What follows belongs to an exercise in optimizing a design on an open flow for small area; a production flow would make more cautious choices.
Only simulation tests tie the RTL to the original design; equivalence was not proved.
Power is estimated from default activity; no workload was simulated.

$ cat design/flow/run.sh
#!/bin/bash
# synth_recipe.tcl (not shown) runs the flow's synth.tcl, then flattens the netlist and writes it again
# the make line also repeats each setting of config.mk as NAME=value (left out here)
make -C /OpenROAD-flow-scripts/flow DESIGN_CONFIG=/design/flow/config.mk WORK_HOME=/design/flow/orfs CLKGATE_MAP_FILE= SYNTH_SCRIPT=/design/flow/synth_recipe.tcl finish
$ cat design/flow/config.mk
export PLATFORM = sky130hd
export DESIGN_NAME = multiplier
export DESIGN_NICKNAME = multiplier
export VERILOG_FILES = /design/flow/design.v
export SDC_FILE = /design/flow/constraint.sdc
export NUM_CORES = 4
export LEC_CHECK = 0
export CAP_MARGIN = 20
export CORE_MARGIN = 2
export CORE_UTILIZATION = 40
export SLEW_MARGIN = 20
$ cat design/flow/constraint.sdc
create_clock -name core_clock -period 4.0 [get_ports {clk}]
set_input_delay 0.8000 -clock core_clock [delete_from_list [all_inputs] [get_ports {clk}]]
set_output_delay 0.8000 -clock core_clock [all_outputs]
set_load 0.01 [all_outputs]
$ cat design/flow/design.v
module multiplier #(
    parameter LOGDEPTH = 6,
    parameter WIDTH = 32
) (
    input  logic                    clk,
    input  logic                    rst,
    input  logic                    EN_mult,
    output logic                    EN_writeMem,
    output logic [LOGDEPTH-1:0]     writeMem_addr,
    input  logic [16-1:0]           mult_input0,
    input  logic [16-1:0]           mult_input1,
    output logic [WIDTH-1:0]        writeMem_val,
    output logic                    RDY_mult,
    input  logic                    EN_blockRead,
    output logic                    VALID_memVal,
    output logic [WIDTH-1:0]        memVal_data,
    output logic                    EN_readMem,
    output logic [LOGDEPTH-1:0]     readMem_addr,
    input  logic [WIDTH-1:0]        readMem_val
);
    localparam int NSTG = 8;
    logic [15:0] a_q [NSTG];
    logic [15:0] b_q [NSTG];
    logic [31:0] prod;
    mul16p u_mul (.clk(clk), .a(a_q[NSTG-1]), .b(b_q[NSTG-1]), .p(prod));
    always_ff @(posedge clk) begin
        a_q[0] <= mult_input0;
        b_q[0] <= mult_input1;
        for (int i = 1; i < NSTG; i++) begin
            a_q[i] <= a_q[i-1];
            b_q[i] <= b_q[i-1];
        end
        writeMem_val <= prod;
    end
    assign memVal_data = readMem_val;
    logic       dly;
    logic [5:0] cnt;
    logic       idle_edge, cnt_last, full;
    assign idle_edge = rst | (RDY_mult & ~EN_writeMem & ~dly);
    assign cnt_last  = &cnt;
    assign full      = ~RDY_mult & ~EN_writeMem & ~EN_readMem;
    always_ff @(posedge clk) begin
        if (idle_edge) begin
            RDY_mult     <= 1'b1;
            EN_writeMem  <= 1'b0;
            EN_readMem   <= 1'b0;
            VALID_memVal <= 1'b0;
            dly          <= EN_mult;
            cnt          <= 6'd54;
        end else begin
            RDY_mult     <= dly | (EN_writeMem & (cnt < 6'd61)) |
                            (EN_readMem & cnt_last);
            EN_writeMem  <= (dly & cnt_last) | (EN_writeMem & ~cnt_last);
            EN_readMem   <= (full & EN_blockRead) | (EN_readMem & ~cnt_last);
            VALID_memVal <= EN_readMem;
            dly          <= dly & ~cnt_last;
            if (dly | EN_writeMem | EN_readMem)
                cnt <= cnt + 6'd1;
        end
    end
    assign writeMem_addr = cnt;
    assign readMem_addr  = cnt;
endmodule
module mul16p (input logic clk, input logic [15:0] a, input logic [15:0] b, output logic [31:0] p);
  logic pp1;
  logic pp2;
  logic pp3;
  logic pp4;
  logic pp5;
  logic pp6;
  logic pp7;
  logic pp8;
  logic pp9;
  logic pp10;
  logic pp11;
  logic pp12;
  logic pp13;
  logic pp14;
  logic pp15;
  logic pp16;
  logic pp17;
  logic pp18;
  logic pp19;
  logic pp20;
  logic pp21;
  logic pp22;
  logic pp23;
  logic pp24;
  logic pp25;
  logic pp26;
  logic pp27;
  logic pp28;
  logic pp29;
  logic pp30;
  logic pp31;
  logic pp32;
  logic pp33;
  logic pp34;
  logic pp35;
  logic pp36;
  logic pp37;
  logic pp38;
  logic pp39;
  logic pp40;
  logic pp41;
  logic pp42;
  logic pp43;
  logic pp44;
  logic pp45;
  logic pp46;
  logic pp47;
  logic pp48;
  logic pp49;
  logic pp50;
  logic pp51;
  logic pp52;
  logic pp53;
  logic pp54;
  logic pp55;
  logic pp56;
  logic pp57;
  logic pp58;
  logic pp59;
  logic pp60;
  logic pp61;
  logic pp62;
  logic pp63;
  logic pp64;
  logic pp65;
  logic pp66;
  logic pp67;
  logic pp68;
  logic pp69;
  logic pp70;
  logic pp71;
  logic pp72;
  logic pp73;
  logic pp74;
  logic pp75;
  logic pp76;
  logic pp77;
  logic pp78;
  logic pp79;
  logic pp80;
  logic pp81;
  logic pp82;
  logic pp83;
  logic pp84;
  logic pp85;
  logic pp86;
  logic pp87;
  logic pp88;
  logic pp89;
  logic pp90;
  logic pp91;
  logic pp92;
  logic pp93;
  logic pp94;
  logic pp95;
  logic pp96;
  logic pp97;
  logic pp98;
  logic pp99;
  logic pp100;
  logic pp101;
  logic pp102;
  logic pp103;
  logic pp104;
  logic pp105;
  logic pp106;
  logic pp107;
  logic pp108;
  logic pp109;
  logic pp110;
  logic pp111;
  logic pp112;
  logic pp113;
  logic pp114;
  logic pp115;
  logic pp116;
  logic pp117;
  logic pp118;
  logic pp119;
  logic pp120;
  logic pp121;
  logic pp122;
  logic pp123;
  logic pp124;
  logic pp125;
  logic pp126;
  logic pp127;
  logic pp128;
  logic pp129;
  logic pp130;
  logic pp131;
  logic pp132;
  logic pp133;
  logic pp134;
  logic pp135;
  logic pp136;
  logic pp137;
  logic pp138;
  logic pp139;
  logic pp140;
  logic pp141;
  logic pp142;
  logic pp143;
  logic pp144;
  logic pp145;
  logic pp146;
  logic pp147;
  logic pp148;
  logic pp149;
  logic pp150;
  logic pp151;
  logic pp152;
  logic pp153;
  logic pp154;
  logic pp155;
  logic pp156;
  logic pp157;
  logic pp158;
  logic pp159;
  logic pp160;
  logic pp161;
  logic pp162;
  logic pp163;
  logic pp164;
  logic pp165;
  logic pp166;
  logic pp167;
  logic pp168;
  logic pp169;
  logic pp170;
  logic pp171;
  logic pp172;
  logic pp173;
  logic pp174;
  logic pp175;
  logic pp176;
  logic pp177;
  logic pp178;
  logic pp179;
  logic pp180;
  logic pp181;
  logic pp182;
  logic pp183;
  logic pp184;
  logic pp185;
  logic pp186;
  logic pp187;
  logic pp188;
  logic pp189;
  logic pp190;
  logic pp191;
  logic pp192;
  logic pp193;
  logic pp194;
  logic pp195;
  logic pp196;
  logic pp197;
  logic pp198;
  logic pp199;
  logic pp200;
  logic pp201;
  logic pp202;
  logic pp203;
  logic pp204;
  logic pp205;
  logic pp206;
  logic pp207;
  logic pp208;
  logic pp209;
  logic pp210;
  logic pp211;
  logic pp212;
  logic pp213;
  logic pp214;
  logic pp215;
  logic pp216;
  logic pp217;
  logic pp218;
  logic pp219;
  logic pp220;
  logic pp221;
  logic pp222;
  logic pp223;
  logic pp224;
  logic pp225;
  logic pp226;
  logic pp227;
  logic pp228;
  logic pp229;
  logic pp230;
  logic pp231;
  logic pp232;
  logic pp233;
  logic pp234;
  logic pp235;
  logic pp236;
  logic pp237;
  logic pp238;
  logic pp239;
  logic pp240;
  logic pp241;
  logic pp242;
  logic pp243;
  logic pp244;
  logic pp245;
  logic pp246;
  logic pp247;
  logic pp248;
  logic pp249;
  logic pp250;
  logic pp251;
  logic pp252;
  logic pp253;
  logic pp254;
  logic pp255;
  logic pp256;
  logic s257;
  logic c258;
  logic s259;
  logic c260;
  logic s261;
  logic c262;
  logic s263;
  logic c264;
  logic s265;
  logic c266;
  logic s267;
  logic c268;
  logic s269;
  logic c270;
  logic s271;
  logic c272;
  logic s273;
  logic c274;
  logic s275;
  logic c276;
  logic s277;
  logic c278;
  logic s279;
  logic c280;
  logic s281;
  logic c282;
  logic s283;
  logic c284;
  logic s285;
  logic c286;
  logic s287;
  logic c288;
  logic s289;
  logic c290;
  logic s291;
  logic c292;
  logic s293;
  logic c294;
  logic s295;
  logic c296;
  logic s297;
  logic c298;
  logic s299;
  logic c300;
  logic s301;
  logic c302;
  logic s303;
  logic c304;
  logic s305;
  logic c306;
  logic s307;
  logic c308;
  logic s309;
  logic c310;
  logic s311;
  logic c312;
  logic s313;
  logic c314;
  logic s315;
  logic c316;
  logic s317;
  logic c318;
  logic s319;
  logic c320;
  logic s321;
  logic c322;
  logic s323;
  logic c324;
  logic s325;
  logic c326;
  logic s327;
  logic c328;
  logic s329;
  logic c330;
  logic s331;
  logic c332;
  logic s333;
  logic c334;
  logic s335;
  logic c336;
  logic s337;
  logic c338;
  logic s339;
  logic c340;
  logic s341;
  logic c342;
  logic s343;
  logic c344;
  logic s345;
  logic c346;
  logic s347;
  logic c348;
  logic s349;
  logic c350;
  logic s351;
  logic c352;
  logic s353;
  logic c354;
  logic s355;
  logic c356;
  logic s357;
  logic c358;
  logic s359;
  logic c360;
  logic s361;
  logic c362;
  logic s363;
  logic c364;
  logic s365;
  logic c366;
  logic s367;
  logic c368;
  logic s369;
  logic c370;
  logic s371;
  logic c372;
  logic s373;
  logic c374;
  logic s375;
  logic c376;
  logic s377;
  logic c378;
  logic s379;
  logic c380;
  logic s381;
  logic c382;
  logic s383;
  logic c384;
  logic s385;
  logic c386;
  logic s387;
  logic c388;
  logic s389;
  logic c390;
  logic s391;
  logic c392;
  logic s393;
  logic c394;
  logic s395;
  logic c396;
  logic s397;
  logic c398;
  logic s399;
  logic c400;
  logic s401;
  logic c402;
  logic s403;
  logic c404;
  logic s405;
  logic c406;
  logic s407;
  logic c408;
  logic s409;
  logic c410;
  logic s411;
  logic c412;
  logic s413;
  logic c414;
  logic s415;
  logic c416;
  logic s417;
  logic c418;
  logic s419;
  logic c420;
  logic s421;
  logic c422;
  logic s423;
  logic c424;
  logic s425;
  logic c426;
  logic s427;
  logic c428;
  logic s429;
  logic c430;
  logic s431;
  logic c432;
  logic s433;
  logic c434;
  logic s435;
  logic c436;
  logic s437;
  logic c438;
  logic s439;
  logic c440;
  logic s441;
  logic c442;
  logic s443;
  logic c444;
  logic s445;
  logic c446;
  logic s447;
  logic c448;
  logic s449;
  logic c450;
  logic s451;
  logic c452;
  logic s453;
  logic c454;
  logic s455;
  logic c456;
  logic s457;
  logic c458;
  logic s459;
  logic c460;
  logic s461;
  logic c462;
  logic s463;
  logic c464;
  logic s465;
  logic c466;
  logic s467;
  logic c468;
  logic s469;
  logic c470;
  logic s471;
  logic c472;
  logic s473;
  logic c474;
  logic s475;
  logic c476;
  logic s477;
  logic c478;
  logic s479;
  logic c480;
  logic s481;
  logic c482;
  logic s483;
  logic c484;
  logic s485;
  logic c486;
  logic s487;
  logic c488;
  logic s489;
  logic c490;
  logic s491;
  logic c492;
  logic s493;
  logic c494;
  logic s495;
  logic c496;
  logic s497;
  logic c498;
  logic s499;
  logic c500;
  logic s501;
  logic c502;
  logic s503;
  logic c504;
  logic s505;
  logic c506;
  logic s507;
  logic c508;
  logic s509;
  logic c510;
  logic s511;
  logic c512;
  logic s513;
  logic c514;
  logic s515;
  logic c516;
  logic s517;
  logic c518;
  logic s519;
  logic c520;
  logic s521;
  logic c522;
  logic s523;
  logic c524;
  logic s525;
  logic c526;
  logic s527;
  logic c528;
  logic s529;
  logic c530;
  logic s531;
  logic c532;
  logic s533;
  logic c534;
  logic s535;
  logic c536;
  logic s537;
  logic c538;
  logic s539;
  logic c540;
  logic s541;
  logic c542;
  logic s543;
  logic c544;
  logic s545;
  logic c546;
  logic s547;
  logic c548;
  logic s549;
  logic c550;
  logic s551;
  logic c552;
  logic s553;
  logic c554;
  logic s555;
  logic c556;
  logic s557;
  logic c558;
  logic s559;
  logic c560;
  logic s561;
  logic c562;
  logic s563;
  logic c564;
  logic s565;
  logic c566;
  logic s567;
  logic c568;
  logic s569;
  logic c570;
  logic s571;
  logic c572;
  logic s573;
  logic c574;
  logic s575;
  logic c576;
  logic s577;
  logic c578;
  logic s579;
  logic c580;
  logic s581;
  logic c582;
  logic s583;
  logic c584;
  logic s585;
  logic c586;
  logic s587;
  logic c588;
  logic s589;
  logic c590;
  logic s591;
  logic c592;
  logic s593;
  logic c594;
  logic s595;
  logic c596;
  logic s597;
  logic c598;
  logic s599;
  logic c600;
  logic s601;
  logic c602;
  logic s603;
  logic c604;
  logic s605;
  logic c606;
  logic s607;
  logic c608;
  logic s609;
  logic c610;
  logic s611;
  logic c612;
  logic s613;
  logic c614;
  logic s615;
  logic c616;
  logic s617;
  logic c618;
  logic s619;
  logic c620;
  logic s621;
  logic c622;
  logic s623;
  logic c624;
  logic s625;
  logic c626;
  logic s627;
  logic c628;
  logic s629;
  logic c630;
  logic s631;
  logic c632;
  logic s633;
  logic c634;
  logic s635;
  logic c636;
  logic s637;
  logic c638;
  logic s639;
  logic c640;
  logic s641;
  logic c642;
  logic s643;
  logic c644;
  logic s645;
  logic c646;
  logic s647;
  logic c648;
  logic s649;
  logic c650;
  logic s651;
  logic c652;
  logic s653;
  logic c654;
  logic s655;
  logic c656;
  logic s657;
  logic c658;
  logic s659;
  logic c660;
  logic s661;
  logic c662;
  logic s663;
  logic c664;
  logic s665;
  logic c666;
  logic s667;
  logic c668;
  logic s669;
  logic c670;
  logic s671;
  logic c672;
  logic s673;
  logic c674;
  logic s675;
  logic c676;
  logic s677;
  logic c678;
  logic s679;
  logic c680;
  logic s681;
  logic c682;
  logic s683;
  logic c684;
  logic s685;
  logic c686;
  logic s687;
  logic c688;
  logic lq689;
  logic lq690;
  logic lq691;
  logic lq692;
  logic lq693;
  logic lq694;
  logic lq695;
  logic cq696;
  logic xq697;
  logic yq698;
  logic xq699;
  logic yq700;
  logic xq701;
  logic yq702;
  logic xq703;
  logic yq704;
  logic xq705;
  logic yq706;
  logic xq707;
  logic yq708;
  logic xq709;
  logic yq710;
  logic xq711;
  logic yq712;
  logic xq713;
  logic yq714;
  logic xq715;
  logic yq716;
  logic xq717;
  logic yq718;
  logic xq719;
  logic yq720;
  logic xq721;
  logic yq722;
  logic xq723;
  logic yq724;
  logic xq725;
  logic yq726;
  logic xq727;
  logic yq728;
  logic xq729;
  logic yq730;
  logic xq731;
  logic yq732;
  logic xq733;
  logic yq734;
  logic xq735;
  logic yq736;
  logic xq737;
  logic yq738;
  logic xq739;
  logic yq740;
  logic xq741;
  logic yq742;
  logic xq743;
  logic yq744;
  assign pp1 = a[0] & b[0];
  assign pp2 = a[0] & b[1];
  assign pp3 = a[0] & b[2];
  assign pp4 = a[0] & b[3];
  assign pp5 = a[0] & b[4];
  assign pp6 = a[0] & b[5];
  assign pp7 = a[0] & b[6];
  assign pp8 = a[0] & b[7];
  assign pp9 = a[0] & b[8];
  assign pp10 = a[0] & b[9];
  assign pp11 = a[0] & b[10];
  assign pp12 = a[0] & b[11];
  assign pp13 = a[0] & b[12];
  assign pp14 = a[0] & b[13];
  assign pp15 = a[0] & b[14];
  assign pp16 = a[0] & b[15];
  assign pp17 = a[1] & b[0];
  assign pp18 = a[1] & b[1];
  assign pp19 = a[1] & b[2];
  assign pp20 = a[1] & b[3];
  assign pp21 = a[1] & b[4];
  assign pp22 = a[1] & b[5];
  assign pp23 = a[1] & b[6];
  assign pp24 = a[1] & b[7];
  assign pp25 = a[1] & b[8];
  assign pp26 = a[1] & b[9];
  assign pp27 = a[1] & b[10];
  assign pp28 = a[1] & b[11];
  assign pp29 = a[1] & b[12];
  assign pp30 = a[1] & b[13];
  assign pp31 = a[1] & b[14];
  assign pp32 = a[1] & b[15];
  assign pp33 = a[2] & b[0];
  assign pp34 = a[2] & b[1];
  assign pp35 = a[2] & b[2];
  assign pp36 = a[2] & b[3];
  assign pp37 = a[2] & b[4];
  assign pp38 = a[2] & b[5];
  assign pp39 = a[2] & b[6];
  assign pp40 = a[2] & b[7];
  assign pp41 = a[2] & b[8];
  assign pp42 = a[2] & b[9];
  assign pp43 = a[2] & b[10];
  assign pp44 = a[2] & b[11];
  assign pp45 = a[2] & b[12];
  assign pp46 = a[2] & b[13];
  assign pp47 = a[2] & b[14];
  assign pp48 = a[2] & b[15];
  assign pp49 = a[3] & b[0];
  assign pp50 = a[3] & b[1];
  assign pp51 = a[3] & b[2];
  assign pp52 = a[3] & b[3];
  assign pp53 = a[3] & b[4];
  assign pp54 = a[3] & b[5];
  assign pp55 = a[3] & b[6];
  assign pp56 = a[3] & b[7];
  assign pp57 = a[3] & b[8];
  assign pp58 = a[3] & b[9];
  assign pp59 = a[3] & b[10];
  assign pp60 = a[3] & b[11];
  assign pp61 = a[3] & b[12];
  assign pp62 = a[3] & b[13];
  assign pp63 = a[3] & b[14];
  assign pp64 = a[3] & b[15];
  assign pp65 = a[4] & b[0];
  assign pp66 = a[4] & b[1];
  assign pp67 = a[4] & b[2];
  assign pp68 = a[4] & b[3];
  assign pp69 = a[4] & b[4];
  assign pp70 = a[4] & b[5];
  assign pp71 = a[4] & b[6];
  assign pp72 = a[4] & b[7];
  assign pp73 = a[4] & b[8];
  assign pp74 = a[4] & b[9];
  assign pp75 = a[4] & b[10];
  assign pp76 = a[4] & b[11];
  assign pp77 = a[4] & b[12];
  assign pp78 = a[4] & b[13];
  assign pp79 = a[4] & b[14];
  assign pp80 = a[4] & b[15];
  assign pp81 = a[5] & b[0];
  assign pp82 = a[5] & b[1];
  assign pp83 = a[5] & b[2];
  assign pp84 = a[5] & b[3];
  assign pp85 = a[5] & b[4];
  assign pp86 = a[5] & b[5];
  assign pp87 = a[5] & b[6];
  assign pp88 = a[5] & b[7];
  assign pp89 = a[5] & b[8];
  assign pp90 = a[5] & b[9];
  assign pp91 = a[5] & b[10];
  assign pp92 = a[5] & b[11];
  assign pp93 = a[5] & b[12];
  assign pp94 = a[5] & b[13];
  assign pp95 = a[5] & b[14];
  assign pp96 = a[5] & b[15];
  assign pp97 = a[6] & b[0];
  assign pp98 = a[6] & b[1];
  assign pp99 = a[6] & b[2];
  assign pp100 = a[6] & b[3];
  assign pp101 = a[6] & b[4];
  assign pp102 = a[6] & b[5];
  assign pp103 = a[6] & b[6];
  assign pp104 = a[6] & b[7];
  assign pp105 = a[6] & b[8];
  assign pp106 = a[6] & b[9];
  assign pp107 = a[6] & b[10];
  assign pp108 = a[6] & b[11];
  assign pp109 = a[6] & b[12];
  assign pp110 = a[6] & b[13];
  assign pp111 = a[6] & b[14];
  assign pp112 = a[6] & b[15];
  assign pp113 = a[7] & b[0];
  assign pp114 = a[7] & b[1];
  assign pp115 = a[7] & b[2];
  assign pp116 = a[7] & b[3];
  assign pp117 = a[7] & b[4];
  assign pp118 = a[7] & b[5];
  assign pp119 = a[7] & b[6];
  assign pp120 = a[7] & b[7];
  assign pp121 = a[7] & b[8];
  assign pp122 = a[7] & b[9];
  assign pp123 = a[7] & b[10];
  assign pp124 = a[7] & b[11];
  assign pp125 = a[7] & b[12];
  assign pp126 = a[7] & b[13];
  assign pp127 = a[7] & b[14];
  assign pp128 = a[7] & b[15];
  assign pp129 = a[8] & b[0];
  assign pp130 = a[8] & b[1];
  assign pp131 = a[8] & b[2];
  assign pp132 = a[8] & b[3];
  assign pp133 = a[8] & b[4];
  assign pp134 = a[8] & b[5];
  assign pp135 = a[8] & b[6];
  assign pp136 = a[8] & b[7];
  assign pp137 = a[8] & b[8];
  assign pp138 = a[8] & b[9];
  assign pp139 = a[8] & b[10];
  assign pp140 = a[8] & b[11];
  assign pp141 = a[8] & b[12];
  assign pp142 = a[8] & b[13];
  assign pp143 = a[8] & b[14];
  assign pp144 = a[8] & b[15];
  assign pp145 = a[9] & b[0];
  assign pp146 = a[9] & b[1];
  assign pp147 = a[9] & b[2];
  assign pp148 = a[9] & b[3];
  assign pp149 = a[9] & b[4];
  assign pp150 = a[9] & b[5];
  assign pp151 = a[9] & b[6];
  assign pp152 = a[9] & b[7];
  assign pp153 = a[9] & b[8];
  assign pp154 = a[9] & b[9];
  assign pp155 = a[9] & b[10];
  assign pp156 = a[9] & b[11];
  assign pp157 = a[9] & b[12];
  assign pp158 = a[9] & b[13];
  assign pp159 = a[9] & b[14];
  assign pp160 = a[9] & b[15];
  assign pp161 = a[10] & b[0];
  assign pp162 = a[10] & b[1];
  assign pp163 = a[10] & b[2];
  assign pp164 = a[10] & b[3];
  assign pp165 = a[10] & b[4];
  assign pp166 = a[10] & b[5];
  assign pp167 = a[10] & b[6];
  assign pp168 = a[10] & b[7];
  assign pp169 = a[10] & b[8];
  assign pp170 = a[10] & b[9];
  assign pp171 = a[10] & b[10];
  assign pp172 = a[10] & b[11];
  assign pp173 = a[10] & b[12];
  assign pp174 = a[10] & b[13];
  assign pp175 = a[10] & b[14];
  assign pp176 = a[10] & b[15];
  assign pp177 = a[11] & b[0];
  assign pp178 = a[11] & b[1];
  assign pp179 = a[11] & b[2];
  assign pp180 = a[11] & b[3];
  assign pp181 = a[11] & b[4];
  assign pp182 = a[11] & b[5];
  assign pp183 = a[11] & b[6];
  assign pp184 = a[11] & b[7];
  assign pp185 = a[11] & b[8];
  assign pp186 = a[11] & b[9];
  assign pp187 = a[11] & b[10];
  assign pp188 = a[11] & b[11];
  assign pp189 = a[11] & b[12];
  assign pp190 = a[11] & b[13];
  assign pp191 = a[11] & b[14];
  assign pp192 = a[11] & b[15];
  assign pp193 = a[12] & b[0];
  assign pp194 = a[12] & b[1];
  assign pp195 = a[12] & b[2];
  assign pp196 = a[12] & b[3];
  assign pp197 = a[12] & b[4];
  assign pp198 = a[12] & b[5];
  assign pp199 = a[12] & b[6];
  assign pp200 = a[12] & b[7];
  assign pp201 = a[12] & b[8];
  assign pp202 = a[12] & b[9];
  assign pp203 = a[12] & b[10];
  assign pp204 = a[12] & b[11];
  assign pp205 = a[12] & b[12];
  assign pp206 = a[12] & b[13];
  assign pp207 = a[12] & b[14];
  assign pp208 = a[12] & b[15];
  assign pp209 = a[13] & b[0];
  assign pp210 = a[13] & b[1];
  assign pp211 = a[13] & b[2];
  assign pp212 = a[13] & b[3];
  assign pp213 = a[13] & b[4];
  assign pp214 = a[13] & b[5];
  assign pp215 = a[13] & b[6];
  assign pp216 = a[13] & b[7];
  assign pp217 = a[13] & b[8];
  assign pp218 = a[13] & b[9];
  assign pp219 = a[13] & b[10];
  assign pp220 = a[13] & b[11];
  assign pp221 = a[13] & b[12];
  assign pp222 = a[13] & b[13];
  assign pp223 = a[13] & b[14];
  assign pp224 = a[13] & b[15];
  assign pp225 = a[14] & b[0];
  assign pp226 = a[14] & b[1];
  assign pp227 = a[14] & b[2];
  assign pp228 = a[14] & b[3];
  assign pp229 = a[14] & b[4];
  assign pp230 = a[14] & b[5];
  assign pp231 = a[14] & b[6];
  assign pp232 = a[14] & b[7];
  assign pp233 = a[14] & b[8];
  assign pp234 = a[14] & b[9];
  assign pp235 = a[14] & b[10];
  assign pp236 = a[14] & b[11];
  assign pp237 = a[14] & b[12];
  assign pp238 = a[14] & b[13];
  assign pp239 = a[14] & b[14];
  assign pp240 = a[14] & b[15];
  assign pp241 = a[15] & b[0];
  assign pp242 = a[15] & b[1];
  assign pp243 = a[15] & b[2];
  assign pp244 = a[15] & b[3];
  assign pp245 = a[15] & b[4];
  assign pp246 = a[15] & b[5];
  assign pp247 = a[15] & b[6];
  assign pp248 = a[15] & b[7];
  assign pp249 = a[15] & b[8];
  assign pp250 = a[15] & b[9];
  assign pp251 = a[15] & b[10];
  assign pp252 = a[15] & b[11];
  assign pp253 = a[15] & b[12];
  assign pp254 = a[15] & b[13];
  assign pp255 = a[15] & b[14];
  assign pp256 = a[15] & b[15];
  assign s257 = pp104 ^ pp119;
  assign c258 = pp104 & pp119;
  assign s259 = pp105 ^ pp120 ^ pp135;
  assign c260 = (pp105 & pp120) | (pp105 & pp135) | (pp120 & pp135);
  assign s261 = pp15 ^ pp150;
  assign c262 = pp15 & pp150;
  assign s263 = pp106 ^ pp121 ^ pp136;
  assign c264 = (pp106 & pp121) | (pp106 & pp136) | (pp121 & pp136);
  assign s265 = pp151 ^ pp16 ^ pp166;
  assign c266 = (pp151 & pp16) | (pp151 & pp166) | (pp16 & pp166);
  assign s267 = pp181 ^ pp196;
  assign c268 = pp181 & pp196;
  assign s269 = pp107 ^ pp122 ^ pp137;
  assign c270 = (pp107 & pp122) | (pp107 & pp137) | (pp122 & pp137);
  assign s271 = pp152 ^ pp167 ^ pp182;
  assign c272 = (pp152 & pp167) | (pp152 & pp182) | (pp167 & pp182);
  assign s273 = pp197 ^ pp212;
  assign c274 = pp197 & pp212;
  assign s275 = pp108 ^ pp123 ^ pp138;
  assign c276 = (pp108 & pp123) | (pp108 & pp138) | (pp123 & pp138);
  assign s277 = pp153 ^ pp168 ^ pp183;
  assign c278 = (pp153 & pp168) | (pp153 & pp183) | (pp168 & pp183);
  assign s279 = pp109 ^ pp124 ^ pp139;
  assign c280 = (pp109 & pp124) | (pp109 & pp139) | (pp124 & pp139);
  assign s281 = pp10 ^ pp100;
  assign c282 = pp10 & pp100;
  assign s283 = pp101 ^ pp11 ^ pp116;
  assign c284 = (pp101 & pp11) | (pp101 & pp116) | (pp11 & pp116);
  assign s285 = pp131 ^ pp146;
  assign c286 = pp131 & pp146;
  assign s287 = pp102 ^ pp117 ^ pp12;
  assign c288 = (pp102 & pp117) | (pp102 & pp12) | (pp117 & pp12);
  assign s289 = pp132 ^ pp147 ^ pp162;
  assign c290 = (pp132 & pp147) | (pp132 & pp162) | (pp147 & pp162);
  assign s291 = pp177 ^ pp27;
  assign c292 = pp177 & pp27;
  assign s293 = pp103 ^ pp118 ^ pp13;
  assign c294 = (pp103 & pp118) | (pp103 & pp13) | (pp118 & pp13);
  assign s295 = pp133 ^ pp148 ^ pp163;
  assign c296 = (pp133 & pp148) | (pp133 & pp163) | (pp148 & pp163);
  assign s297 = pp178 ^ pp193 ^ pp28;
  assign c298 = (pp178 & pp193) | (pp178 & pp28) | (pp193 & pp28);
  assign s299 = pp43 ^ pp58;
  assign c300 = pp43 & pp58;
  assign s301 = pp134 ^ pp14 ^ pp149;
  assign c302 = (pp134 & pp14) | (pp134 & pp149) | (pp14 & pp149);
  assign s303 = pp164 ^ pp179 ^ pp194;
  assign c304 = (pp164 & pp179) | (pp164 & pp194) | (pp179 & pp194);
  assign s305 = pp209 ^ pp29 ^ pp44;
  assign c306 = (pp209 & pp29) | (pp209 & pp44) | (pp29 & pp44);
  assign s307 = pp59 ^ pp74 ^ pp89;
  assign c308 = (pp59 & pp74) | (pp59 & pp89) | (pp74 & pp89);
  assign s309 = pp165 ^ pp180 ^ pp195;
  assign c310 = (pp165 & pp180) | (pp165 & pp195) | (pp180 & pp195);
  assign s311 = pp210 ^ pp225 ^ pp30;
  assign c312 = (pp210 & pp225) | (pp210 & pp30) | (pp225 & pp30);
  assign s313 = pp45 ^ pp60 ^ pp75;
  assign c314 = (pp45 & pp60) | (pp45 & pp75) | (pp60 & pp75);
  assign s315 = pp90 ^ c258 ^ s261;
  assign c316 = (pp90 & c258) | (pp90 & s261) | (c258 & s261);
  assign s317 = pp211 ^ pp226 ^ pp241;
  assign c318 = (pp211 & pp226) | (pp211 & pp241) | (pp226 & pp241);
  assign s319 = pp31 ^ pp46 ^ pp61;
  assign c320 = (pp31 & pp46) | (pp31 & pp61) | (pp46 & pp61);
  assign s321 = pp76 ^ pp91 ^ c262;
  assign c322 = (pp76 & pp91) | (pp76 & c262) | (pp91 & c262);
  assign s323 = s267 ^ c260 ^ s263;
  assign c324 = (s267 & c260) | (s267 & s263) | (c260 & s263);
  assign s325 = pp227 ^ pp242 ^ pp32;
  assign c326 = (pp227 & pp242) | (pp227 & pp32) | (pp242 & pp32);
  assign s327 = pp47 ^ pp62 ^ pp77;
  assign c328 = (pp47 & pp62) | (pp47 & pp77) | (pp62 & pp77);
  assign s329 = pp92 ^ c268 ^ s273;
  assign c330 = (pp92 & c268) | (pp92 & s273) | (c268 & s273);
  assign s331 = c264 ^ c266 ^ s269;
  assign c332 = (c264 & c266) | (c264 & s269) | (c266 & s269);
  assign s333 = pp198 ^ pp213 ^ pp228;
  assign c334 = (pp198 & pp213) | (pp198 & pp228) | (pp213 & pp228);
  assign s335 = pp243 ^ pp48 ^ pp63;
  assign c336 = (pp243 & pp48) | (pp243 & pp63) | (pp48 & pp63);
  assign s337 = pp78 ^ pp93 ^ c274;
  assign c338 = (pp78 & pp93) | (pp78 & c274) | (pp93 & c274);
  assign s339 = c270 ^ c272 ^ s275;
  assign c340 = (c270 & c272) | (c270 & s275) | (c272 & s275);
  assign s341 = pp154 ^ pp169 ^ pp184;
  assign c342 = (pp154 & pp169) | (pp154 & pp184) | (pp169 & pp184);
  assign s343 = pp199 ^ pp214 ^ pp229;
  assign c344 = (pp199 & pp214) | (pp199 & pp229) | (pp214 & pp229);
  assign s345 = pp244 ^ pp64 ^ pp79;
  assign c346 = (pp244 & pp64) | (pp244 & pp79) | (pp64 & pp79);
  assign s347 = pp94 ^ c276 ^ c278;
  assign c348 = (pp94 & c276) | (pp94 & c278) | (c276 & c278);
  assign s349 = pp110 ^ pp125 ^ pp140;
  assign c350 = (pp110 & pp125) | (pp110 & pp140) | (pp125 & pp140);
  assign s351 = pp155 ^ pp170 ^ pp185;
  assign c352 = (pp155 & pp170) | (pp155 & pp185) | (pp170 & pp185);
  assign s353 = pp200 ^ pp215 ^ pp230;
  assign c354 = (pp200 & pp215) | (pp200 & pp230) | (pp215 & pp230);
  assign s355 = pp245 ^ pp80 ^ pp95;
  assign c356 = (pp245 & pp80) | (pp245 & pp95) | (pp80 & pp95);
  assign s357 = pp111 ^ pp126 ^ pp141;
  assign c358 = (pp111 & pp126) | (pp111 & pp141) | (pp126 & pp141);
  assign s359 = pp156 ^ pp171 ^ pp186;
  assign c360 = (pp156 & pp171) | (pp156 & pp186) | (pp171 & pp186);
  assign s361 = pp201 ^ pp216 ^ pp231;
  assign c362 = (pp201 & pp216) | (pp201 & pp231) | (pp216 & pp231);
  assign s363 = pp112 ^ pp127 ^ pp142;
  assign c364 = (pp112 & pp127) | (pp112 & pp142) | (pp127 & pp142);
  assign s365 = pp157 ^ pp172 ^ pp187;
  assign c366 = (pp157 & pp172) | (pp157 & pp187) | (pp172 & pp187);
  assign s367 = pp128 ^ pp143 ^ pp158;
  assign c368 = (pp128 & pp143) | (pp128 & pp158) | (pp143 & pp158);
  assign s369 = pp22 ^ pp37;
  assign c370 = pp22 & pp37;
  assign s371 = pp113 ^ pp23 ^ pp38;
  assign c372 = (pp113 & pp23) | (pp113 & pp38) | (pp23 & pp38);
  assign s373 = pp53 ^ pp68;
  assign c374 = pp53 & pp68;
  assign s375 = pp114 ^ pp129 ^ pp24;
  assign c376 = (pp114 & pp129) | (pp114 & pp24) | (pp129 & pp24);
  assign s377 = pp39 ^ pp54 ^ pp69;
  assign c378 = (pp39 & pp54) | (pp39 & pp69) | (pp54 & pp69);
  assign s379 = pp84 ^ pp9;
  assign c380 = pp84 & pp9;
  assign s381 = pp115 ^ pp130 ^ pp145;
  assign c382 = (pp115 & pp130) | (pp115 & pp145) | (pp130 & pp145);
  assign s383 = pp25 ^ pp40 ^ pp55;
  assign c384 = (pp25 & pp40) | (pp25 & pp55) | (pp40 & pp55);
  assign s385 = pp70 ^ pp85 ^ s281;
  assign c386 = (pp70 & pp85) | (pp70 & s281) | (pp85 & s281);
  assign s387 = pp161 ^ pp26 ^ pp41;
  assign c388 = (pp161 & pp26) | (pp161 & pp41) | (pp26 & pp41);
  assign s389 = pp56 ^ pp71 ^ pp86;
  assign c390 = (pp56 & pp71) | (pp56 & pp86) | (pp71 & pp86);
  assign s391 = c282 ^ s285 ^ s283;
  assign c392 = (c282 & s285) | (c282 & s283) | (s285 & s283);
  assign s393 = pp42 ^ pp57 ^ pp72;
  assign c394 = (pp42 & pp57) | (pp42 & pp72) | (pp57 & pp72);
  assign s395 = pp87 ^ c286 ^ s291;
  assign c396 = (pp87 & c286) | (pp87 & s291) | (c286 & s291);
  assign s397 = c284 ^ s287 ^ s289;
  assign c398 = (c284 & s287) | (c284 & s289) | (s287 & s289);
  assign s399 = pp73 ^ pp88 ^ c292;
  assign c400 = (pp73 & pp88) | (pp73 & c292) | (pp88 & c292);
  assign s401 = s299 ^ c288 ^ c290;
  assign c402 = (s299 & c288) | (s299 & c290) | (c288 & c290);
  assign s403 = s293 ^ s295 ^ s297;
  assign c404 = (s293 & s295) | (s293 & s297) | (s295 & s297);
  assign s405 = c300 ^ s257 ^ c294;
  assign c406 = (c300 & s257) | (c300 & c294) | (s257 & c294);
  assign s407 = c296 ^ c298 ^ s301;
  assign c408 = (c296 & c298) | (c296 & s301) | (c298 & s301);
  assign s409 = s303 ^ s305 ^ s307;
  assign c410 = (s303 & s305) | (s303 & s307) | (s305 & s307);
  assign s411 = c302 ^ c304 ^ c306;
  assign c412 = (c302 & c304) | (c302 & c306) | (c304 & c306);
  assign s413 = c308 ^ s259 ^ s309;
  assign c414 = (c308 & s259) | (c308 & s309) | (s259 & s309);
  assign s415 = s311 ^ s313 ^ s315;
  assign c416 = (s311 & s313) | (s311 & s315) | (s313 & s315);
  assign s417 = c310 ^ c312 ^ c314;
  assign c418 = (c310 & c312) | (c310 & c314) | (c312 & c314);
  assign s419 = s265 ^ s317 ^ s319;
  assign c420 = (s265 & s317) | (s265 & s319) | (s317 & s319);
  assign s421 = c316 ^ s321 ^ s323;
  assign c422 = (c316 & s321) | (c316 & s323) | (s321 & s323);
  assign s423 = c318 ^ c320 ^ s271;
  assign c424 = (c318 & c320) | (c318 & s271) | (c320 & s271);
  assign s425 = s325 ^ s327 ^ c322;
  assign c426 = (s325 & s327) | (s325 & c322) | (s327 & c322);
  assign s427 = s329 ^ c324 ^ s331;
  assign c428 = (s329 & c324) | (s329 & s331) | (c324 & s331);
  assign s429 = c326 ^ c328 ^ s277;
  assign c430 = (c326 & c328) | (c326 & s277) | (c328 & s277);
  assign s431 = s333 ^ s335 ^ c330;
  assign c432 = (s333 & s335) | (s333 & c330) | (s335 & c330);
  assign s433 = s337 ^ c332 ^ s339;
  assign c434 = (s337 & c332) | (s337 & s339) | (c332 & s339);
  assign s435 = c334 ^ c336 ^ s279;
  assign c436 = (c334 & c336) | (c334 & s279) | (c336 & s279);
  assign s437 = s341 ^ s343 ^ s345;
  assign c438 = (s341 & s343) | (s341 & s345) | (s343 & s345);
  assign s439 = c338 ^ c340 ^ s347;
  assign c440 = (c338 & c340) | (c338 & s347) | (c340 & s347);
  assign s441 = c280 ^ c342 ^ c344;
  assign c442 = (c280 & c342) | (c280 & c344) | (c342 & c344);
  assign s443 = c346 ^ s349 ^ s351;
  assign c444 = (c346 & s349) | (c346 & s351) | (s349 & s351);
  assign s445 = s353 ^ s355 ^ c348;
  assign c446 = (s353 & s355) | (s353 & c348) | (s355 & c348);
  assign s447 = pp246 ^ pp96 ^ c350;
  assign c448 = (pp246 & pp96) | (pp246 & c350) | (pp96 & c350);
  assign s449 = c352 ^ c354 ^ c356;
  assign c450 = (c352 & c354) | (c352 & c356) | (c354 & c356);
  assign s451 = s357 ^ s359 ^ s361;
  assign c452 = (s357 & s359) | (s357 & s361) | (s359 & s361);
  assign s453 = pp202 ^ pp217 ^ pp232;
  assign c454 = (pp202 & pp217) | (pp202 & pp232) | (pp217 & pp232);
  assign s455 = pp247 ^ c358 ^ c360;
  assign c456 = (pp247 & c358) | (pp247 & c360) | (c358 & c360);
  assign s457 = c362 ^ s363 ^ s365;
  assign c458 = (c362 & s363) | (c362 & s365) | (s363 & s365);
  assign s459 = pp173 ^ pp188 ^ pp203;
  assign c460 = (pp173 & pp188) | (pp173 & pp203) | (pp188 & pp203);
  assign s461 = pp218 ^ pp233 ^ pp248;
  assign c462 = (pp218 & pp233) | (pp218 & pp248) | (pp233 & pp248);
  assign s463 = c364 ^ c366 ^ s367;
  assign c464 = (c364 & c366) | (c364 & s367) | (c366 & s367);
  assign s465 = pp144 ^ pp159 ^ pp174;
  assign c466 = (pp144 & pp159) | (pp144 & pp174) | (pp159 & pp174);
  assign s467 = pp189 ^ pp204 ^ pp219;
  assign c468 = (pp189 & pp204) | (pp189 & pp219) | (pp204 & pp219);
  assign s469 = pp234 ^ pp249 ^ c368;
  assign c470 = (pp234 & pp249) | (pp234 & c368) | (pp249 & c368);
  assign s471 = pp160 ^ pp175 ^ pp190;
  assign c472 = (pp160 & pp175) | (pp160 & pp190) | (pp175 & pp190);
  assign s473 = pp205 ^ pp220 ^ pp235;
  assign c474 = (pp205 & pp220) | (pp205 & pp235) | (pp220 & pp235);
  assign s475 = pp176 ^ pp191 ^ pp206;
  assign c476 = (pp176 & pp191) | (pp176 & pp206) | (pp191 & pp206);
  assign s477 = pp20 ^ pp35;
  assign c478 = pp20 & pp35;
  assign s479 = pp21 ^ pp36 ^ pp51;
  assign c480 = (pp21 & pp36) | (pp21 & pp51) | (pp36 & pp51);
  assign s481 = pp6 ^ pp66;
  assign c482 = pp6 & pp66;
  assign s483 = pp52 ^ pp67 ^ pp7;
  assign c484 = (pp52 & pp67) | (pp52 & pp7) | (pp67 & pp7);
  assign s485 = pp82 ^ pp97 ^ s369;
  assign c486 = (pp82 & pp97) | (pp82 & s369) | (pp97 & s369);
  assign s487 = pp8 ^ pp83 ^ pp98;
  assign c488 = (pp8 & pp83) | (pp8 & pp98) | (pp83 & pp98);
  assign s489 = c370 ^ s373 ^ s371;
  assign c490 = (c370 & s373) | (c370 & s371) | (s373 & s371);
  assign s491 = pp99 ^ c374 ^ s379;
  assign c492 = (pp99 & c374) | (pp99 & s379) | (c374 & s379);
  assign s493 = c372 ^ s375 ^ s377;
  assign c494 = (c372 & s375) | (c372 & s377) | (s375 & s377);
  assign s495 = c380 ^ c376 ^ c378;
  assign c496 = (c380 & c376) | (c380 & c378) | (c376 & c378);
  assign s497 = s381 ^ s383 ^ s385;
  assign c498 = (s381 & s383) | (s381 & s385) | (s383 & s385);
  assign s499 = c382 ^ c384 ^ s387;
  assign c500 = (c382 & c384) | (c382 & s387) | (c384 & s387);
  assign s501 = s389 ^ c386 ^ s391;
  assign c502 = (s389 & c386) | (s389 & s391) | (c386 & s391);
  assign s503 = c388 ^ c390 ^ s393;
  assign c504 = (c388 & c390) | (c388 & s393) | (c390 & s393);
  assign s505 = s395 ^ c392 ^ s397;
  assign c506 = (s395 & c392) | (s395 & s397) | (c392 & s397);
  assign s507 = c394 ^ c396 ^ s399;
  assign c508 = (c394 & c396) | (c394 & s399) | (c396 & s399);
  assign s509 = c398 ^ s401 ^ s403;
  assign c510 = (c398 & s401) | (c398 & s403) | (s401 & s403);
  assign s511 = c400 ^ c402 ^ c404;
  assign c512 = (c400 & c402) | (c400 & c404) | (c402 & c404);
  assign s513 = s405 ^ s407 ^ s409;
  assign c514 = (s405 & s407) | (s405 & s409) | (s407 & s409);
  assign s515 = c406 ^ c408 ^ c410;
  assign c516 = (c406 & c408) | (c406 & c410) | (c408 & c410);
  assign s517 = s411 ^ s413 ^ s415;
  assign c518 = (s411 & s413) | (s411 & s415) | (s413 & s415);
  assign s519 = c412 ^ c414 ^ s417;
  assign c520 = (c412 & c414) | (c412 & s417) | (c414 & s417);
  assign s521 = s419 ^ c416 ^ s421;
  assign c522 = (s419 & c416) | (s419 & s421) | (c416 & s421);
  assign s523 = c418 ^ c420 ^ s423;
  assign c524 = (c418 & c420) | (c418 & s423) | (c420 & s423);
  assign s525 = s425 ^ c422 ^ s427;
  assign c526 = (s425 & c422) | (s425 & s427) | (c422 & s427);
  assign s527 = c424 ^ s429 ^ c426;
  assign c528 = (c424 & s429) | (c424 & c426) | (s429 & c426);
  assign s529 = s431 ^ c428 ^ s433;
  assign c530 = (s431 & c428) | (s431 & s433) | (c428 & s433);
  assign s531 = c430 ^ s435 ^ s437;
  assign c532 = (c430 & s435) | (c430 & s437) | (s435 & s437);
  assign s533 = c432 ^ c434 ^ s439;
  assign c534 = (c432 & c434) | (c432 & s439) | (c434 & s439);
  assign s535 = c436 ^ c438 ^ s441;
  assign c536 = (c436 & c438) | (c436 & s441) | (c438 & s441);
  assign s537 = s443 ^ c440 ^ s445;
  assign c538 = (s443 & c440) | (s443 & s445) | (c440 & s445);
  assign s539 = c442 ^ c444 ^ s447;
  assign c540 = (c442 & c444) | (c442 & s447) | (c444 & s447);
  assign s541 = s449 ^ s451 ^ c446;
  assign c542 = (s449 & s451) | (s449 & c446) | (s451 & c446);
  assign s543 = s453 ^ c448 ^ c450;
  assign c544 = (s453 & c448) | (s453 & c450) | (c448 & c450);
  assign s545 = c452 ^ s455 ^ s457;
  assign c546 = (c452 & s455) | (c452 & s457) | (s455 & s457);
  assign s547 = c454 ^ s459 ^ s461;
  assign c548 = (c454 & s459) | (c454 & s461) | (s459 & s461);
  assign s549 = c456 ^ c458 ^ s463;
  assign c550 = (c456 & c458) | (c456 & s463) | (c458 & s463);
  assign s551 = c460 ^ c462 ^ s465;
  assign c552 = (c460 & c462) | (c460 & s465) | (c462 & s465);
  assign s553 = s467 ^ c464 ^ s469;
  assign c554 = (s467 & c464) | (s467 & s469) | (c464 & s469);
  assign s555 = pp250 ^ c466 ^ c468;
  assign c556 = (pp250 & c466) | (pp250 & c468) | (c466 & c468);
  assign s557 = s471 ^ s473 ^ c470;
  assign c558 = (s471 & s473) | (s471 & c470) | (s473 & c470);
  assign s559 = pp221 ^ pp236 ^ pp251;
  assign c560 = (pp221 & pp236) | (pp221 & pp251) | (pp236 & pp251);
  assign s561 = c472 ^ c474 ^ s475;
  assign c562 = (c472 & c474) | (c472 & s475) | (c474 & s475);
  assign s563 = pp192 ^ pp207 ^ pp222;
  assign c564 = (pp192 & pp207) | (pp192 & pp222) | (pp207 & pp222);
  assign s565 = pp237 ^ pp252 ^ c476;
  assign c566 = (pp237 & pp252) | (pp237 & c476) | (pp252 & c476);
  assign s567 = pp208 ^ pp223 ^ pp238;
  assign c568 = (pp208 & pp223) | (pp208 & pp238) | (pp223 & pp238);
  assign s569 = pp19 ^ pp34;
  assign c570 = pp19 & pp34;
  assign s571 = pp5 ^ pp50 ^ pp65;
  assign c572 = (pp5 & pp50) | (pp5 & pp65) | (pp50 & pp65);
  assign s573 = pp81 ^ c478 ^ s481;
  assign c574 = (pp81 & c478) | (pp81 & s481) | (c478 & s481);
  assign s575 = c482 ^ c480 ^ s483;
  assign c576 = (c482 & c480) | (c482 & s483) | (c480 & s483);
  assign s577 = c484 ^ s487 ^ c486;
  assign c578 = (c484 & s487) | (c484 & c486) | (s487 & c486);
  assign s579 = c488 ^ s491 ^ c490;
  assign c580 = (c488 & s491) | (c488 & c490) | (s491 & c490);
  assign s581 = c492 ^ c494 ^ s495;
  assign c582 = (c492 & c494) | (c492 & s495) | (c494 & s495);
  assign s583 = c496 ^ s499 ^ c498;
  assign c584 = (c496 & s499) | (c496 & c498) | (s499 & c498);
  assign s585 = c500 ^ s503 ^ c502;
  assign c586 = (c500 & s503) | (c500 & c502) | (s503 & c502);
  assign s587 = c504 ^ s507 ^ c506;
  assign c588 = (c504 & s507) | (c504 & c506) | (s507 & c506);
  assign s589 = c508 ^ c510 ^ s511;
  assign c590 = (c508 & c510) | (c508 & s511) | (c510 & s511);
  assign s591 = c512 ^ c514 ^ s515;
  assign c592 = (c512 & c514) | (c512 & s515) | (c514 & s515);
  assign s593 = c516 ^ s519 ^ c518;
  assign c594 = (c516 & s519) | (c516 & c518) | (s519 & c518);
  assign s595 = c520 ^ s523 ^ c522;
  assign c596 = (c520 & s523) | (c520 & c522) | (s523 & c522);
  assign s597 = c524 ^ s527 ^ c526;
  assign c598 = (c524 & s527) | (c524 & c526) | (s527 & c526);
  assign s599 = c528 ^ s531 ^ c530;
  assign c600 = (c528 & s531) | (c528 & c530) | (s531 & c530);
  assign s601 = c532 ^ s535 ^ c534;
  assign c602 = (c532 & s535) | (c532 & c534) | (s535 & c534);
  assign s603 = c536 ^ s539 ^ c538;
  assign c604 = (c536 & s539) | (c536 & c538) | (s539 & c538);
  assign s605 = c540 ^ s543 ^ s545;
  assign c606 = (c540 & s543) | (c540 & s545) | (s543 & s545);
  assign s607 = s547 ^ c544 ^ c546;
  assign c608 = (s547 & c544) | (s547 & c546) | (c544 & c546);
  assign s609 = c548 ^ s551 ^ c550;
  assign c610 = (c548 & s551) | (c548 & c550) | (s551 & c550);
  assign s611 = c552 ^ s555 ^ c554;
  assign c612 = (c552 & s555) | (c552 & c554) | (s555 & c554);
  assign s613 = s559 ^ c556 ^ s561;
  assign c614 = (s559 & c556) | (s559 & s561) | (c556 & s561);
  assign s615 = c560 ^ s563 ^ c562;
  assign c616 = (c560 & s563) | (c560 & c562) | (s563 & c562);
  assign s617 = pp253 ^ c564 ^ s567;
  assign c618 = (pp253 & c564) | (pp253 & s567) | (c564 & s567);
  assign s619 = pp224 ^ pp239 ^ pp254;
  assign c620 = (pp224 & pp239) | (pp224 & pp254) | (pp239 & pp254);
  assign s621 = pp18 ^ pp3;
  assign c622 = pp18 & pp3;
  assign s623 = pp4 ^ pp49 ^ s569;
  assign c624 = (pp4 & pp49) | (pp4 & s569) | (pp49 & s569);
  assign s625 = c570 ^ s477 ^ s571;
  assign c626 = (c570 & s477) | (c570 & s571) | (s477 & s571);
  assign s627 = c572 ^ s479 ^ s573;
  assign c628 = (c572 & s479) | (c572 & s573) | (s479 & s573);
  assign s629 = c574 ^ s485 ^ s575;
  assign c630 = (c574 & s485) | (c574 & s575) | (s485 & s575);
  assign s631 = c576 ^ s489 ^ s577;
  assign c632 = (c576 & s489) | (c576 & s577) | (s489 & s577);
  assign s633 = s493 ^ c578 ^ s579;
  assign c634 = (s493 & c578) | (s493 & s579) | (c578 & s579);
  assign s635 = s497 ^ c580 ^ s581;
  assign c636 = (s497 & c580) | (s497 & s581) | (c580 & s581);
  assign s637 = c582 ^ s501 ^ s583;
  assign c638 = (c582 & s501) | (c582 & s583) | (s501 & s583);
  assign s639 = s505 ^ c584 ^ s585;
  assign c640 = (s505 & c584) | (s505 & s585) | (c584 & s585);
  assign s641 = s509 ^ c586 ^ s587;
  assign c642 = (s509 & c586) | (s509 & s587) | (c586 & s587);
  assign s643 = s513 ^ c588 ^ s589;
  assign c644 = (s513 & c588) | (s513 & s589) | (c588 & s589);
  assign s645 = s517 ^ c590 ^ s591;
  assign c646 = (s517 & c590) | (s517 & s591) | (c590 & s591);
  assign s647 = c592 ^ s521 ^ s593;
  assign c648 = (c592 & s521) | (c592 & s593) | (s521 & s593);
  assign s649 = s525 ^ c594 ^ s595;
  assign c650 = (s525 & c594) | (s525 & s595) | (c594 & s595);
  assign s651 = s529 ^ c596 ^ s597;
  assign c652 = (s529 & c596) | (s529 & s597) | (c596 & s597);
  assign s653 = s533 ^ c598 ^ s599;
  assign c654 = (s533 & c598) | (s533 & s599) | (c598 & s599);
  assign s655 = s537 ^ c600 ^ s601;
  assign c656 = (s537 & c600) | (s537 & s601) | (c600 & s601);
  assign s657 = s541 ^ c602 ^ s603;
  assign c658 = (s541 & c602) | (s541 & s603) | (c602 & s603);
  assign s659 = c542 ^ s605 ^ c604;
  assign c660 = (c542 & s605) | (c542 & c604) | (s605 & c604);
  assign s661 = s549 ^ c606 ^ s607;
  assign c662 = (s549 & c606) | (s549 & s607) | (c606 & s607);
  assign s663 = s553 ^ c608 ^ s609;
  assign c664 = (s553 & c608) | (s553 & s609) | (c608 & s609);
  assign s665 = s557 ^ c610 ^ s611;
  assign c666 = (s557 & c610) | (s557 & s611) | (c610 & s611);
  assign s667 = c558 ^ s613 ^ c612;
  assign c668 = (c558 & s613) | (c558 & c612) | (s613 & c612);
  assign s669 = s565 ^ c614 ^ s615;
  assign c670 = (s565 & c614) | (s565 & s615) | (c614 & s615);
  assign s671 = c566 ^ s617 ^ c616;
  assign c672 = (c566 & s617) | (c566 & c616) | (s617 & c616);
  assign s673 = c568 ^ s619 ^ c618;
  assign c674 = (c568 & s619) | (c568 & c618) | (s619 & c618);
  assign s675 = pp240 ^ pp255 ^ c620;
  assign c676 = (pp240 & pp255) | (pp240 & c620) | (pp255 & c620);
  assign s677 = pp17 ^ pp2;
  assign c678 = pp17 & pp2;
  assign s679 = pp33 ^ c678 ^ s621;
  assign c680 = (pp33 & c678) | (pp33 & s621) | (c678 & s621);
  assign s681 = c622 ^ c680 ^ s623;
  assign c682 = (c622 & c680) | (c622 & s623) | (c680 & s623);
  assign s683 = c624 ^ s625 ^ c682;
  assign c684 = (c624 & s625) | (c624 & c682) | (s625 & c682);
  assign s685 = c626 ^ s627 ^ c684;
  assign c686 = (c626 & s627) | (c626 & c684) | (s627 & c684);
  assign s687 = c628 ^ s629 ^ c686;
  assign c688 = (c628 & s629) | (c628 & c686) | (s629 & c686);
  assign p[0] = lq689;
  assign p[1] = lq690;
  assign p[2] = lq691;
  assign p[3] = lq692;
  assign p[4] = lq693;
  assign p[5] = lq694;
  assign p[6] = lq695;
  assign p[31:7] = {1'b0, xq743, xq741, xq739, xq737, xq735, xq733, xq731, xq729, xq727, xq725, xq723, xq721, xq719, xq717, xq715, xq713, xq711, xq709, xq707, xq705, xq703, xq701, xq699, xq697} + {1'b0, yq744, yq742, yq740, yq738, yq736, yq734, yq732, yq730, yq728, yq726, yq724, yq722, yq720, yq718, yq716, yq714, yq712, yq710, yq708, yq706, yq704, yq702, yq700, yq698} + cq696;
  always_ff @(posedge clk) begin
    lq689 <= pp1;
    lq690 <= s677;
    lq691 <= s679;
    lq692 <= s681;
    lq693 <= s683;
    lq694 <= s685;
    lq695 <= s687;
    cq696 <= c688;
    xq697 <= s631;
    yq698 <= c630;
    xq699 <= s633;
    yq700 <= c632;
    xq701 <= s635;
    yq702 <= c634;
    xq703 <= s637;
    yq704 <= c636;
    xq705 <= s639;
    yq706 <= c638;
    xq707 <= s641;
    yq708 <= c640;
    xq709 <= s643;
    yq710 <= c642;
    xq711 <= s645;
    yq712 <= c644;
    xq713 <= s647;
    yq714 <= c646;
    xq715 <= s649;
    yq716 <= c648;
    xq717 <= s651;
    yq718 <= c650;
    xq719 <= s653;
    yq720 <= c652;
    xq721 <= s655;
    yq722 <= c654;
    xq723 <= s657;
    yq724 <= c656;
    xq725 <= s659;
    yq726 <= c658;
    xq727 <= s661;
    yq728 <= c660;
    xq729 <= s663;
    yq730 <= c662;
    xq731 <= s665;
    yq732 <= c664;
    xq733 <= s667;
    yq734 <= c666;
    xq735 <= s669;
    yq736 <= c668;
    xq737 <= s671;
    yq738 <= c670;
    xq739 <= s673;
    yq740 <= c672;
    xq741 <= s675;
    yq742 <= c674;
    xq743 <= pp256;
    yq744 <= c676;
  end
endmodule
==> run_results.csv <==
group,metric,value,unit
run_status,outcome,"complete, no violations",
route,drc,0,
synth,yosysTopAreaCell,"dfxtp_1",
clock_network,ctsHoldBuffers,0,
sta,worstMarginPinSlew,699,ps
clock_network,cts-root-buf,"clkbuf_16",
sta,final.min_clock_period,3800,ps
critical_path,crit_arrival,4210,ps
critical_path,ff2ff_path_depth,10,
sta,timing.setup.tns,0,ps
synth,ys_ff_latch,355,
synth,syn_area,15400,µm²
clock_network,cts_buffers,38,
pwr,power_frac_comb,0.323,
sta,clock.fmax,263,MHz
finish,final_cell_mix,"355 x dfxtp_1, 236 x inv_1, 202 x fa_1, 159 x and2_1, 125 x nand2_1",
sta,min_period_over_period,0.951,
pwr,p_per_area,648,nW/µm²
pwr,leakage,8.17,nW
finish,insertedDiodeCount,0,
pwr,p_switching,3.66,mW
route,wire_per_inst,14.7,µm
floorplan,die_w,200,µm
critical_path,crit_path_max_fanout,13,
synth,synth_cell_types,44,
place,port_buffers,83,
clock_network,cts.sinks,355,
synth,synth_top_area_frac,0.462,
floorplan,die-area,40000,µm²
route,via_count,8445,
synth,synthCells,1334,
sta,finClkSkew,21.1,ps
floorplan,initial_core_util,0.407,
clock_network,clk-insertion-delay-late,550,ps
route,via_per_inst,4.32,
min_path,worstHoldStart,"a_q[6][15]$_DFF_P_",
clock_network,h-tree-depth,2,
route,dr.pass1.iters,4,
critical_path,reg2reg_from,"b_q[7][6]$_DFF_P_",
sta,rsz0062_at_grt,"false",
synth,ys_top_cells_by_area,"dfxtp_1 46%, fa_1 26%, and2_1 6.5%",
place,gp_congestion,0.867,
route,drtIter0Drc,386,
pwr,vdd_drop_max,340,µV
critical_path,required,4410,ps
route,wirelength,28.8,mm
finish,fill_cells,3461,
pwr,p_seq_frac,0.373,
grt,grt_remaining_overflow,0,
synth,syn-num-nets,1645,
critical_path,worstSetupPathType,"reg -> reg",
grt,grt_pass1_vias,9103,
finish,layout-drive-gt1-share,0.0727,
synth,synth.yosys.seq_area_share,0.462,
clock_network,post-cts-setup-buffers,0,
sta,finalSetupViolCount,0,
sta,slew_violations,0,
min_path,hold_path_depth,0,
floorplan,io_pins,148,
pwr,clockPowerShare,0.304,
run,maxCapViolCount,0,
grt,globalRouteTotalUtil,0.154,
floorplan,rows,71,
route,ant_nets,0,
clock_network,clockBufferDepth,3,
synth,synth_warnings,6,
sta,hold_viol_final,0,
critical_path,r2r_end,"u_mul.xq717$_DFF_P_",
critical_path,reg2reg_slack,200,ps
pwr,p_int,7.98,mW
clock_network,clk_pin_slew_worst_paths,60,ps
grt,grt_max_degree,17,
critical_path,startpoint_type,"flip-flop",
finish,final_common_cell,"dfxtp_1",
finish,syn2layout_area_growth,16.8,%
min_path,min_path_type,"reg -> reg",
sta,slew_headroom,0.530,
clock_network,cts_tree,"yes",
place,dp_hpwl,21.8,mm
floorplan,core,37800,µm²
clock_network,cts_resized,0,
pwr,sw_frac_of_total,0.315,
finish,final_net_count,1726,
synth,syn_area_per_cell,11.5,µm²
floorplan,fp.dieH,200,µm
min_path,hold_path_end,"a_q[7][15]$_DFF_P_",
grt,grt_pass1_wl,46.9,mm
finish,final_util,0.476,
critical_path,end_kind,"flip-flop",
grt,antenna_found_initial,0,
## metal layers
metal	global-route usage	vias to the layer above	wire, µm
met4	0.0595	0	732
met3	0.0343	44	1770
li1	-	4079	-
met5	0	-	0
met1	0.202	4106	13100
met2	0.249	216	13200
## how the worst max path moves through the flow
stage,startpoint,end,slack [ps],depth (start not counted)
6_report,b_q[7][6]$_DFF_P_,u_mul.xq717$_DFF_P_,200,10
5_1_grt,b_q[7][6]$_DFF_P_,u_mul.xq717$_DFF_P_,80,10
4_1_cts,b_q[7][6]$_DFF_P_,u_mul.xq717$_DFF_P_,190,10
3_5_place_dp,b_q[7][6]$_DFF_P_,u_mul.xq717$_DFF_P_,220,10
3_3_place_gp,b_q[7][6]$_DFF_P_,u_mul.xq717$_DFF_P_,270,10
2_1_floorplan,b_q[7][9]$_DFF_P_,u_mul.xq715$_DFF_P_,330,11
## cells by family (layout without fill, tap and decap cells)
| family | count (synthesis) | in the layout | share of synthesized area |
|---|---|---|---|
| AO/OA/AOI/OAI | 75 | 75 | 0.0323 |
| AND/OR/NAND/NOR | 327 | 327 | 0.110 |
| XOR/XNOR | 25 | 25 | 0.0142 |
| buffers and inverters | 308 | 418 | 0.0846 |
| flip-flops | 355 | 355 | 0.462 |
| adder cells (fa/ha/maj) | 243 | 243 | 0.296 |
| multiplexers | 1 | 1 | 0.000651 |
## cell type report
type,count,area (µm²),area share
well taps,511,639,0.0356
repair buffers,113,1060,0.0588
clock inverters,20,239,0.0133
multi-input cells,671,6970,0.388
clock buffers,49,1070,0.0597
inverters,236,886,0.0493
flip-flops and latches,355,7110,0.395
## synthesized netlist by cell type (all sizes together)
cell and number:
a31oi 1, o31ai 1, nor2 14, nor2b 7, and3 1, dfxtp 355, a211oi 2, fa 202
a21o 4, nor3b 1, nand2 125, a31o 1, o21ai 11, a311o 1, inv 236, nand4 5
mux2i 1, xor2 9, a21oi 33, o311ai 2, nor4b 1, o221ai 2, a221oi 1, buf 40
xnor2 16, nand3 4, nor3 5, o211ai 5, or2 2, o31a 2, ha 41, a32o 1
o21bai 1, clkbuf 32, o2111ai 2, or3 3, o21a 5, and2 159
## through the flow
step | std cells | area (µm²) | power, mW | worst slack (ps) | hold slack (ps)
final | 1955 | 18000 | 11.6 | 198 | 305
after global routing | 1955 | 18000 | 12.5 | 79.3 | 315
after CTS | 1955 | 18000 | 11.9 | 191 | 304
after detailed placement | 1886 | 16700 | 8.24 | 223 | 312
after global placement | 1886 | 16700 | 8.18 | 268 | 311
after floorplan | 1334 | 15400 | 7.06 | 329 | 310
## worst max-delay path, cell delays in order (launching register included)
cell and delay [ps]:
dfxtp_1 680, nand2_1 160, fa_1 470, fa_1 520
inv_1 50, fa_1 470, fa_1 380, inv_1 70
fa_1 400, inv_1 70, fa_1 390
## power groups by stage
stage          Clock (mW)  Combinational (mW)  Sequential [mW]
3_5_place_dp            0                3.81             4.43
6_report             3.54                3.76             4.34
5_1_grt              3.81                4.32             4.41
4_1_cts              3.67                3.83             4.35
2_1_floorplan           0                2.62             4.44
3_3_place_gp            0                3.76             4.42
## registers in the layout (all words and copies together) (netlist names), 6 cells and up, named ones only
register and cells:
a_q 128, b_q 128, writeMem_val 32, cnt 6

[re-timing with driven ports]
The flow's constraints put no driver on any port. The routed layout listed below was extracted and timed again, unchanged, in two steps.
Step 1 (the two cells are an assumption about what drives the block):
set clk [get_ports {clk}]
set_driving_cell -lib_cell sky130_fd_sc_hd__clkbuf_16 $clk
set_driving_cell -lib_cell sky130_fd_sc_hd__buf_2 [delete_from_list [all_inputs] $clk]
Step 2 adds t to the input delays and takes it off the output delays; t is the mean of the earliest and latest rising clock arrival at the registers after step 1. Input paths then give back, and output paths get back, about the clock's delay inside the block.
a / b / c = ideal ports / drivers / drivers and shift; a / b = the first two.
t, ns: 0.587
setup WS [ns]: 0.198 / 0.198 / 0.198
hold slack, ns: 0.305 / 0.305 / 0.305
worst setup path at the end: register to register
After both steps setup and hold are still met in this run. For this run, drivers alone change the setup slack by 0.000 ns; drivers and shift together by 0.000 ns.
